Background: an optimization exercise with open tools, aiming at small area. Do not read the settings as production practice. The RTL was checked by simulation tests, not by an equivalence proof against the original design. Power figures rest on the tool's default switching activity, not on a simulated workload.

==> flow/design.v <==
module regfile (
    clock,
    ctrl_writeEnable,
    ctrl_reset, ctrl_writeReg,
    ctrl_readRegA, ctrl_readRegB, data_writeReg,
    data_readRegA, data_readRegB
);
   input clock, ctrl_writeEnable, ctrl_reset;
   input [4:0] ctrl_writeReg, ctrl_readRegA, ctrl_readRegB;
   input [31:0] data_writeReg;
   output [31:0] data_readRegA, data_readRegB;
   reg [31:0] valid;
   reg phase;
   reg [31:0] data [0:31];
   wire [31:0] we, web;
   write_decoder wdec (.en(ctrl_writeEnable), .addr(ctrl_writeReg), .we(we), .web(web));
   always @(posedge clock or posedge ctrl_reset) begin
      if (ctrl_reset) begin
         valid <= 32'd0;
         phase <= 1'b0;
      end else begin
         valid <= valid | we;
         phase <= ~phase;
      end
   end
   wire [31:0] x = data_writeReg ^ {32{phase}};
   genvar i;
   generate
      for (i = 0; i < 32; i = i + 1) begin : regs
         always @(posedge clock)
            data[i] <= ~((data[i] | {32{we[i]}}) & (x | {32{web[i]}}));
      end
   endgenerate
   wire [31:0] rselA = (32'd1 << ctrl_readRegA) & valid;
   wire [31:0] rselB = (32'd1 << ctrl_readRegB) & valid;
   wire [31:0] rawA, rawB;
   read_port rdA (.sel(rselA), .d00(data[0]), .d01(data[1]), .d02(data[2]), .d03(data[3]),
      .d04(data[4]), .d05(data[5]), .d06(data[6]), .d07(data[7]), .d08(data[8]), .d09(data[9]),
      .d10(data[10]), .d11(data[11]), .d12(data[12]), .d13(data[13]), .d14(data[14]), .d15(data[15]),
      .d16(data[16]), .d17(data[17]), .d18(data[18]), .d19(data[19]), .d20(data[20]), .d21(data[21]),
      .d22(data[22]), .d23(data[23]), .d24(data[24]), .d25(data[25]), .d26(data[26]), .d27(data[27]),
      .d28(data[28]), .d29(data[29]), .d30(data[30]), .d31(data[31]), .q(rawA));
   read_port rdB (.sel(rselB), .d00(data[0]), .d01(data[1]), .d02(data[2]), .d03(data[3]),
      .d04(data[4]), .d05(data[5]), .d06(data[6]), .d07(data[7]), .d08(data[8]), .d09(data[9]),
      .d10(data[10]), .d11(data[11]), .d12(data[12]), .d13(data[13]), .d14(data[14]), .d15(data[15]),
      .d16(data[16]), .d17(data[17]), .d18(data[18]), .d19(data[19]), .d20(data[20]), .d21(data[21]),
      .d22(data[22]), .d23(data[23]), .d24(data[24]), .d25(data[25]), .d26(data[26]), .d27(data[27]),
      .d28(data[28]), .d29(data[29]), .d30(data[30]), .d31(data[31]), .q(rawB));
   wire flipA = phase & |rselA;
   wire flipB = phase & |rselB;
   assign data_readRegA = rawA ^ {32{flipA}};
   assign data_readRegB = rawB ^ {32{flipB}};
endmodule
module write_decoder (
   input         en,
   input  [4:0]  addr,
   output [31:0] we,
   output [31:0] web
);
   assign we = en ? (32'd1 << addr) : 32'd0;
   assign web = ~we;
endmodule
module read_port (
   input  [31:0] sel,
   input  [31:0] d00, d01, d02, d03, d04, d05, d06, d07,
   input  [31:0] d08, d09, d10, d11, d12, d13, d14, d15,
   input  [31:0] d16, d17, d18, d19, d20, d21, d22, d23,
   input  [31:0] d24, d25, d26, d27, d28, d29, d30, d31,
   output [31:0] q
);
   wire [31:0] d [0:31];
   assign d[0] = d00;  assign d[1] = d01;  assign d[2] = d02;  assign d[3] = d03;
   assign d[4] = d04;  assign d[5] = d05;  assign d[6] = d06;  assign d[7] = d07;
   assign d[8] = d08;  assign d[9] = d09;  assign d[10] = d10; assign d[11] = d11;
   assign d[12] = d12; assign d[13] = d13; assign d[14] = d14; assign d[15] = d15;
   assign d[16] = d16; assign d[17] = d17; assign d[18] = d18; assign d[19] = d19;
   assign d[20] = d20; assign d[21] = d21; assign d[22] = d22; assign d[23] = d23;
   assign d[24] = d24; assign d[25] = d25; assign d[26] = d26; assign d[27] = d27;
   assign d[28] = d28; assign d[29] = d29; assign d[30] = d30; assign d[31] = d31;
   genvar b, g;
   generate
      for (b = 0; b < 32; b = b + 1) begin : bits
         wire [9:0] n;
         wire t;
         for (g = 0; g < 10; g = g + 1) begin : grp
            aoi222 u (.y(n[g]),
               .a1(sel[3*g]),   .a2(d[3*g][b]),
               .b1(sel[3*g+1]), .b2(d[3*g+1][b]),
               .c1(sel[3*g+2]), .c2(d[3*g+2][b]));
         end
         rd_tail u10 (.y(t), .n8(n[8]), .n9(n[9]),
            .a1(sel[30]), .a2(d[30][b]), .b1(sel[31]), .b2(d[31][b]));
         wire p0, p1;
         nand4 c0 (.y(p0), .a(n[0]), .b(n[1]), .c(n[2]), .d(n[3]));
         nand4 c1 (.y(p1), .a(n[4]), .b(n[5]), .c(n[6]), .d(n[7]));
         or3 c2 (.y(q[b]), .a(p0), .b(p1), .c(t));
      end
   endgenerate
endmodule
module aoi222 (output y, input a1, a2, b1, b2, c1, c2);
   assign y = ~((a1 & a2) | (b1 & b2) | (c1 & c2));
endmodule
module rd_tail (output y, input n8, n9, a1, a2, b1, b2);
   assign y = ~(n8 & n9 & ~((a1 & a2) | (b1 & b2)));
endmodule
module nand4 (output y, input a, b, c, d);
   assign y = ~(a & b & c & d);
endmodule
module or3 (output y, input a, b, c);
   assign y = a | b | c;
endmodule
==> flow/config.mk <==
export PLATFORM = sky130hd
export DESIGN_NAME = regfile
export DESIGN_NICKNAME = regfile
export VERILOG_FILES = /design/flow/design.v
export SDC_FILE = /design/flow/constraint.sdc
export NUM_CORES = 4
export LEC_CHECK = 0
export CAP_MARGIN = 20
export CORE_MARGIN = 2
export CORE_UTILIZATION = 50
export PLACE_DENSITY = 0.6
export SLEW_MARGIN = 10
export SYNTH_HIERARCHICAL = 1
export SYNTH_MINIMUM_KEEP_SIZE = 0
==> flow/constraint.sdc <==
create_clock -name core_clock -period 10.0 [get_ports {clock}]
set_input_delay 2.0000 -clock core_clock [delete_from_list [all_inputs] [get_ports {clock}]]
set_output_delay 2.0000 -clock core_clock [all_outputs]
set_load 0.01 [all_outputs]
standard.sh (not shown) runs the stock make flow with config.mk's settings and CLKGATE_MAP_FILE= SYNTH_SCRIPT=/design/flow/synth_recipe.tcl, a recipe that flattens the netlist after the stock synthesis.
==> flow/flow/run.sh <==
#!/bin/bash
# The standard layout (bash standard.sh, with the standard synthesis), with
# two changes: the port buffers are buf_1 cells instead of the tool's default
# delay buffer (repair may still resize them), and clock tree synthesis
# builds the tree from buf_12 cells, clusters more flip-flops per leaf
# buffer and adds no dummy loads.
set -euo pipefail
export BUFFER_PORTS_ARGS="-buffer_cell sky130_fd_sc_hd__buf_1"
export CTS_ARGS="-sink_clustering_enable -repair_clock_nets -dont_use_dummy_load -buf_list {sky130_fd_sc_hd__buf_12} -sink_clustering_size 26 -sink_clustering_max_diameter 80"
bash standard.sh > standard_make.log 2>&1
The starting point finished clean.
Then changed:
==> flow/flow/run.sh (replaced) <==
#!/bin/bash
# The standard layout (bash standard.sh, with the standard synthesis), with
# two changes: the port buffers are buf_1 cells instead of the tool's default
# delay buffer (repair may still resize them), and clock tree synthesis
# clusters more flip-flops per leaf buffer and adds no dummy loads.
set -euo pipefail
export BUFFER_PORTS_ARGS="-buffer_cell sky130_fd_sc_hd__buf_1"
export CTS_ARGS="-sink_clustering_enable -repair_clock_nets -dont_use_dummy_load -buf_list {sky130_fd_sc_hd__clkbuf_8 sky130_fd_sc_hd__clkbuf_16} -sink_clustering_size 26 -sink_clustering_max_diameter 80"
bash standard.sh > standard_make.log 2>&1
--- a/flow/config.mk
+++ b/flow/config.mk
@@ -7,6 +7,6 @@
 export LEC_CHECK = 0
-export CAP_MARGIN = 20
+export CAP_MARGIN = 10
 export CORE_MARGIN = 2
-export CORE_UTILIZATION = 50
-export PLACE_DENSITY = 0.6
+export CORE_UTILIZATION = 55
+export PLACE_DENSITY = 0.65
 export SLEW_MARGIN = 10
Global-route usage increases by 3.8 points.
Final cell count decreases by 2.3%.
Clock power increases by about 3%.
Setup slack degrades by 0.18 ns.
Sequential power barely changes.
Then changed:
--- a/flow/config.mk
+++ b/flow/config.mk
@@ -9,4 +9,4 @@
 export CORE_MARGIN = 2
-export CORE_UTILIZATION = 55
-export PLACE_DENSITY = 0.65
+export CORE_UTILIZATION = 60
+export PLACE_DENSITY = 0.7
 export SLEW_MARGIN = 10
Result: Utilization rose by 5.0 points. Power fell by 0.32%. Worst setup slack gets worse by 0.24 ns. First-iteration DRC count rose by 10%. Combinational power hardly moves. Critical path depth stays the same. Sequential share of layout area rose by 0.27 points.

## what the ideal ports hide
How much do the figures lean on ideal ports? The routed layouts below were timed once more, with nothing changed but the port constraints. Step 1, drivers: a clkbuf_16 drives clock and a buf_2 each remaining input, both assumed. Step 2 adds t to the input delays and takes it off the output delays; t is the mean of the earliest and latest rising clock arrival at the registers after step 1. Input paths then give back, and output paths get back, about the clock's delay inside the block. Three values: no drivers, after step 1, after step 2; two values: the first two.
run	shift t [ns]	slack for setup (ns)	worst setup path at the end	clock arrival spread, ns	pins driven straight from the clock port
the first run	0.656	2.359 / 2.331 / 2.331	input to output	0.064 / 0.064	1
the second run	0.715	2.176 / 2.140 / 2.140	input to output	0.064 / 0.063	1
the third run	0.709	1.940 / 1.902 / 1.902	input to output	0.061 / 0.061	1
After both steps setup and hold are still met in every run listed. The setup slack of the third run, which loses most, moves by -0.038 ns with the drivers and by -0.038 ns with both steps.
